This is an optimization exercise on Yosys and OpenROAD, whose aim is small area, not a production implementation. The RTL was checked by simulation tests, not by an equivalence proof against the original design. Power is estimated from default activity; no workload was simulated. The clock port is modelled as an ideal driver; clocking choices that lean on that would not hold on a real chip.

north:
Design adc16_top, start of the top module:
module adc16_top(
 	input                  CLK,
    input                  RESET_n,
	input                  RX1,
	output                 TX1,
    input   wire           CLKOUT_U10_n,
    input   wire           CLKOUT_U11_n,
    input   wire           CLKOUT_U12_n,
    input   wire           CLKOUT_U13_n,
    input   wire           CLKOUT_U14_n,
    input   wire           CLKOUT_U15_n,
    input   wire           CLKOUT_U16_n,
    input   wire           CLKOUT_U17_n,
    input   wire           CLKOUT_U18_n,
    input   wire           CLKOUT_U19_n,
    input   wire           CLKOUT_U20_n,
    input   wire           CLKOUT_U21_n,
    input   wire           CLKOUT_U22_n,
    input   wire           CLKOUT_U23_n,
    input   wire           CLKOUT_U24_n,
    input   wire           CLKOUT_U25_n,
    input   wire           CLKOUT_U10_p,
    input   wire           CLKOUT_U11_p,
    input   wire           CLKOUT_U12_p,
    input   wire           CLKOUT_U13_p,
    input   wire           CLKOUT_U14_p,
    input   wire           CLKOUT_U15_p,
    input   wire           CLKOUT_U16_p,
    input   wire           CLKOUT_U17_p,
    input   wire           CLKOUT_U18_p,
    input   wire           CLKOUT_U19_p,
    input   wire           CLKOUT_U20_p,
    input   wire           CLKOUT_U21_p,
    input   wire           CLKOUT_U22_p,
    input   wire           CLKOUT_U23_p,
    input   wire           CLKOUT_U24_p,
    input   wire           CLKOUT_U25_p,
    input   wire  [15:0]   DATA_IN_U10,
    input   wire  [15:0]   DATA_IN_U11,
    input   wire  [15:0]   DATA_IN_U12,
    input   wire  [15:0]   DATA_IN_U13,
    input   wire  [15:0]   DATA_IN_U14,
    input   wire  [15:0]   DATA_IN_U15,
    input   wire  [15:0]   DATA_IN_U16,
    input   wire  [15:0]   DATA_IN_U17,
    input   wire  [15:0]   DATA_IN_U18,
    input   wire  [15:0]   DATA_IN_U19,
    input   wire  [15:0]   DATA_IN_U20,
    input   wire  [15:0]   DATA_IN_U21,
    input   wire  [15:0]   DATA_IN_U22,
    input   wire  [15:0]   DATA_IN_U23,
    input   wire  [15:0]   DATA_IN_U24,
    input   wire  [15:0]   DATA_IN_U25
	);
clock: 20.0 ns
lec_check: 0
cap_margin: 20
core_margin: 2
core_utilization: 40
cts_buf_list: sky130_fd_sc_hd__clkbuf_4 sky130_fd_sc_hd__clkbuf_8
slew_margin: 20
run.sh (not shown) runs the stock make flow with config.mk's settings and CLKGATE_MAP_FILE= SYNTH_SCRIPT=/design/flow/synth_recipe.tcl, a recipe that flattens the netlist after the stock synthesis.
north ended with every stage complete and zero timing, DRC or antenna violations.
diff inputs: north => south
Settings: a deleted CTS_BUF_LIST that had been sky130_fd_sc_hd__clkbuf_4 sky130_fd_sc_hd__clkbuf_8.
==> flow/flow/run.sh (new file) <==
#!/bin/bash
set -euo pipefail
bash standard.sh "BUFFER_PORTS_ARGS=-buffer_cell sky130_fd_sc_hd__buf_1" finish > standard.log 2>&1
==> flow/standard.sh (new file) <==
#!/bin/bash
# synth_recipe.tcl (not shown) runs the flow's synth.tcl, then flattens the netlist and writes it again
# the make line also repeats each setting of config.mk as NAME=value (left out here)
make -C /OpenROAD-flow-scripts/flow DESIGN_CONFIG=/design/flow/config.mk WORK_HOME=/design/flow/orfs CLKGATE_MAP_FILE= SYNTH_SCRIPT=/design/flow/synth_recipe.tcl "${@:-finish}"
removed: flow/run.sh
- south vs. north: non-clock buffering overhead in the final layout dropped 6.4 points; post-place setup slack climbed 280 ps; synthesized cell count barely changed; switching component of the power dropped about 3.3%.
- south vs north: global-route wire length before repair down
Setup changes, south to east
==> flow/flow/run.sh <==
#!/bin/bash
set -euo pipefail
bash standard.sh \
  "BUFFER_PORTS_ARGS=-buffer_cell sky130_fd_sc_hd__buf_1" \
  "CTS_ARGS=-sink_clustering_enable -repair_clock_nets -sink_clustering_size 30 -sink_clustering_max_diameter 200 -dont_use_dummy_load" \
  finish > standard.log 2>&1
On east: clock insertion delay at the later pin of the skew report is 30 ps lower than what south gave. Looking at south and east, the portion of the clock cycle consumed by the worst path in the final layout is a wash. Between south and east, total length of routed met2 wires is higher for south, east comes in under that. Per the comparison of east with south, core occupancy in the finished layout shrank by 2.7 points, wire length of the first global-routing pass went down about 3.4%, total power lost 22%. | clock share of power | east vs south | 16 points lower |.
Input changes introduced in west (baseline for comparison: east):
==> flow/run.sh (new file) <==
#!/bin/bash
# synth_recipe.tcl (not shown) runs the flow's synth.tcl, then flattens the netlist and writes it again
# the make line also repeats each setting of config.mk as NAME=value (left out here)
make -C /OpenROAD-flow-scripts/flow DESIGN_CONFIG=/design/flow/config.mk WORK_HOME=/design/flow/orfs CLKGATE_MAP_FILE= SYNTH_SCRIPT=/design/flow/synth_recipe.tcl finish
removed: flow/flow/run.sh
removed: flow/standard.sh
Findings:
Comparing east and west, fmax is higher on east. Taking east as the reference, in west final critical-path share of the clock period higher, total wire length grew by about 4%, depth of the critical timing path with buffers and inverters included level.


v31:
adc16_top, a different RTL version from the one above (not shown whole).
Size: ~1000 cells after synthesis, roughly 290 I/O pins, roughly 0.017 mm^2 of cells after synthesis.
clock: 20.0 ns
lec_check: 0
cap_margin: 0
core_margin: 2
core_utilization: 65
place_density: 0.75
slew_margin: 0
standard.sh (not shown) runs the stock make flow with config.mk's settings and CLKGATE_MAP_FILE= SYNTH_SCRIPT=/design/flow/synth_recipe.tcl, a recipe that flattens the netlist after the stock synthesis.
==> flow/flow/run.sh <==
#!/bin/bash
# The standard layout (standard.sh) with three changes:
#  - synthesis maps the combinational logic with an area-oriented ABC script;
#  - port buffers are sky130_fd_sc_hd__buf_1 instead of the default cell;
#  - clock-tree sinks are clustered into groups of up to 34, without dummy loads.
set -euo pipefail
W=$PWD
export CUSTOM_ABC_SCRIPT=$W/flow/abc_area.script
export FLOW_SYNTH_TCL=$W/synth_recipe.tcl
bash standard.sh \
  "SYNTH_SCRIPT=$W/flow/synth.tcl" \
  "BUFFER_PORTS_ARGS=-buffer_cell sky130_fd_sc_hd__buf_1" \
  "CTS_ARGS=-sink_clustering_enable -repair_clock_nets -sink_clustering_size 36 -sink_clustering_max_diameter 200 -dont_use_dummy_load" \
  finish > standard.log 2>&1
==> flow/flow/abc_area.script <==
strash
&get -n
&st
&syn2
&dch
&put
amap -m
==> flow/flow/synth.tcl <==
# The standard synthesis (synth_recipe.tcl), with Yosys's abc pass given
# an area-oriented ABC script (abc_area.script beside this file) in place of
# ORFS's speed script. Only the combinational mapping changes: the flip-flops
# are mapped by dfflibmap before abc runs, exactly as in the standard flow.
proc abc {args} {
  set i [lsearch -exact $args -script]
  if {$i >= 0} { lset args [expr {$i + 1}] $::env(CUSTOM_ABC_SCRIPT) }
  yosys abc {*}$args
}
source $::env(FLOW_SYNTH_TCL)
### v31 -> v53
-- flow/flow/run.sh --
<<< v31, line 5
#  - clock-tree sinks are clustered into groups of up to 34, without dummy loads.
>>> v53, line 5
#  - clock-tree sinks are clustered into groups of up to 34, each driven by a
#    clkbuf_16, with clkbuf_4 above them, and without dummy loads.
<<< v31, line 13
  "CTS_ARGS=-sink_clustering_enable -repair_clock_nets -sink_clustering_size 36 -sink_clustering_max_diameter 200 -dont_use_dummy_load" \
>>> v53, line 14
  "CTS_ARGS=-sink_clustering_enable -repair_clock_nets -sink_clustering_size 34 -sink_clustering_max_diameter 200 -root_buf sky130_fd_sc_hd__clkbuf_4 -tree_buf sky130_fd_sc_hd__clkbuf_4 -sink_clustering_buffer sky130_fd_sc_hd__clkbuf_16 -dont_use_dummy_load" \
## What came out
v53 closes out successfully: all stages finished, all timing, DRC and antenna checks passed.
Between v53 and v31, it is v53 whose fmax is higher, by 3.9%.
Lower routing usage on met2 among v31 and v53: v53
The lower portion of total power attributed to sequential cells came out of v31.
v31 → v53: routed wire length up 0.33%, worst hold slack up 0.0034 ns, share of cell area taken by flip-flops and latches flat.
On total net switching power, v31 beats v53.
Input changes introduced in v10 (baseline for comparison: v53):
-- flow/flow/run.sh --
<<< v53, line 5
#  - clock-tree sinks are clustered into groups of up to 34, each driven by a
#    clkbuf_16, with clkbuf_4 above them, and without dummy loads.
>>> v10, line 5
#  - clock-tree sinks are clustered into groups of up to 34, without dummy loads.
<<< v53, line 14
  "CTS_ARGS=-sink_clustering_enable -repair_clock_nets -sink_clustering_size 34 -sink_clustering_max_diameter 200 -root_buf sky130_fd_sc_hd__clkbuf_4 -tree_buf sky130_fd_sc_hd__clkbuf_4 -sink_clustering_buffer sky130_fd_sc_hd__clkbuf_16 -dont_use_dummy_load" \
>>> v10, line 13
  "CTS_ARGS=-sink_clustering_enable -repair_clock_nets -sink_clustering_size 34 -sink_clustering_max_diameter 200 -root_buf sky130_fd_sc_hd__clkbuf_8 -tree_buf sky130_fd_sc_hd__clkbuf_8 -sink_clustering_buffer sky130_fd_sc_hd__clkbuf_16 -dont_use_dummy_load" \
--- outcome ---
On wire length, v10 and v53 are basically level.
v10 and v53 ended up with roughly the same post-route non-filler standard cell count.
Between v10 and v53, the final standard cell area without fillers figures differ only marginally.
In terms of post-route worst hold slack, v10 and v53 differ only marginally.
Taking v53 as the reference, in v10 final worst setup slack moved down; via count held; clock network power share shows an increase of 0.3 points.
Compared with v53, v10 is hungrier on power.
The global routing usage on met3 was comparable across v10 and v53.
#### Input delta (v9 over v10)
-- flow/flow/run.sh --
<<< v10, line 13
  "CTS_ARGS=-sink_clustering_enable -repair_clock_nets -sink_clustering_size 34 -sink_clustering_max_diameter 200 -root_buf sky130_fd_sc_hd__clkbuf_8 -tree_buf sky130_fd_sc_hd__clkbuf_8 -sink_clustering_buffer sky130_fd_sc_hd__clkbuf_16 -dont_use_dummy_load" \
>>> v9, line 13
  "CTS_ARGS=-sink_clustering_enable -repair_clock_nets -sink_clustering_size 34 -sink_clustering_max_diameter 200 -dont_use_dummy_load" \
==> comparison <==
- Between v10 and v9, the difference in share of final layout cell area taken by non-clock buffers is negligible.
- On setup slack: between v10 and v9, it ends up higher for v10.
- v10 -> v9: area of all placed cells without fillers flat
- Diff v10 and v9: maximum resistive drop on vdd lower in v10
- v9 reports a higher relative max-transition margin than v10 does.
- Against v10 as the reference, v9 delivers a higher first-iteration DRC count.
- According to the power report, total power for v9 is higher than for v10.
Edits applied to the flow inputs when going from v9 to v49:
-- flow/flow/run.sh --
<<< v9, line 13
  "CTS_ARGS=-sink_clustering_enable -repair_clock_nets -sink_clustering_size 34 -sink_clustering_max_diameter 200 -dont_use_dummy_load" \
>>> v49, line 13
  "CTS_ARGS=-sink_clustering_enable -repair_clock_nets -sink_clustering_size 34 -sink_clustering_max_diameter 200 -root_buf sky130_fd_sc_hd__clkbuf_4 -tree_buf sky130_fd_sc_hd__clkbuf_4 -sink_clustering_buffer sky130_fd_sc_hd__clkbuf_16 -dont_use_dummy_load" \
### Flow results
- Between v49 and v9, power is higher for v9, v49 comes in under that.
- v49 against v9: post-layout utilization of the core decreased by 0.20 points relative to the old numbers, share of total power in the clock network has decreased, final worst-path cycle share shrank by 1.1 points.
- ~same relative contribution of combinational cells to total power in v49 and v9
- Looking at final worst setup slack across both flows, v49 is the stronger of the two, with v9 trailing.
- v49 vs v9: clock group total power down in v49
- v49: flow completed, timing, DRC and antenna clean
- Global-route wire length before repair across v49 and v9: no real change.
#### Input delta (v27 over v49)
-- flow/flow/run.sh --
<<< v49, line 5
#  - clock-tree sinks are clustered into groups of up to 34, without dummy loads.
>>> v27, line 5
#  - clock-tree sinks are clustered into groups of up to 34, each driven by a
#    clkbuf_16, with clkbuf_4 above them, and without dummy loads.
<<< v49, line 10
>>> v27, line 11
for step in GLOBAL_PLACE RESIZE CTS GLOBAL_ROUTE; do export PRE_${step}_TCL=$W/flow/small_buffers.tcl; done
==> flow/flow/small_buffers.tcl (new file) <==
# Keep the resizer's repair buffers small: bar the larger plain buffers.
set_dont_use [get_lib_cells {sky130_fd_sc_hd__buf_4 sky130_fd_sc_hd__buf_6 sky130_fd_sc_hd__buf_8 sky130_fd_sc_hd__buf_12 sky130_fd_sc_hd__buf_16 sky130_fd_sc_hd__bufbuf_8 sky130_fd_sc_hd__bufbuf_16}]
Notes after the runs:
Against v49, v27 reports a placement-stage worst setup slack that is lower. Changes observed in v27 relative to v49: routed length per placed instance moved up, non-clock buffer share of cell area level, total length of routed wires moved up, routed metal-1 wirelength moved down, sequential cell area level. v49 -> v27: internal power component flat. v27 finished all stages; the layout is clean.

-- re-timing with driven ports --
In the flow no input, the clock included, has a driving cell. The finished layouts below were timed again as built, in two steps.
Step 1, drivers: a clkbuf_16 drives CLK and a buf_2 each remaining input, both assumed.
Step 2 moves the port delays by t, midway between the first and last clock arrival at a register: inputs arrive t later, outputs are due t later. That takes back most of the time a late clock gives input paths.
a / b / c = no drivers / after step 1 / after step 2; a / b = the first two.
run	t (ns)	setup WS [ns]	slew at the worst register clock pin (ns)	pins driven straight from the clock port
north	0.710	14.220 / 14.167 / 14.391	0.06 / 0.06	1
south	0.643	14.662 / 14.607 / 14.735	0.06 / 0.06	1
east	0.617	14.655 / 14.596 / 14.755	0.12 / 0.12	1
west	0.651	14.294 / 14.237 / 14.413	0.06 / 0.06	1
v31	0.579	13.602 / 13.628 / 13.050	0.12 / 0.12	1
v53	0.807	13.841 / 13.863 / 13.056	0.12 / 0.12	1
v10	0.648	13.678 / 13.701 / 13.053	0.12 / 0.12	1
v9	0.578	13.626 / 13.653 / 13.075	0.12 / 0.12	1
v49	0.807	13.841 / 13.863 / 13.056	0.12 / 0.12	1
v27	0.803	13.466 / 13.484 / 12.681	0.12 / 0.12	1
After both steps setup and hold are still met in every run listed.
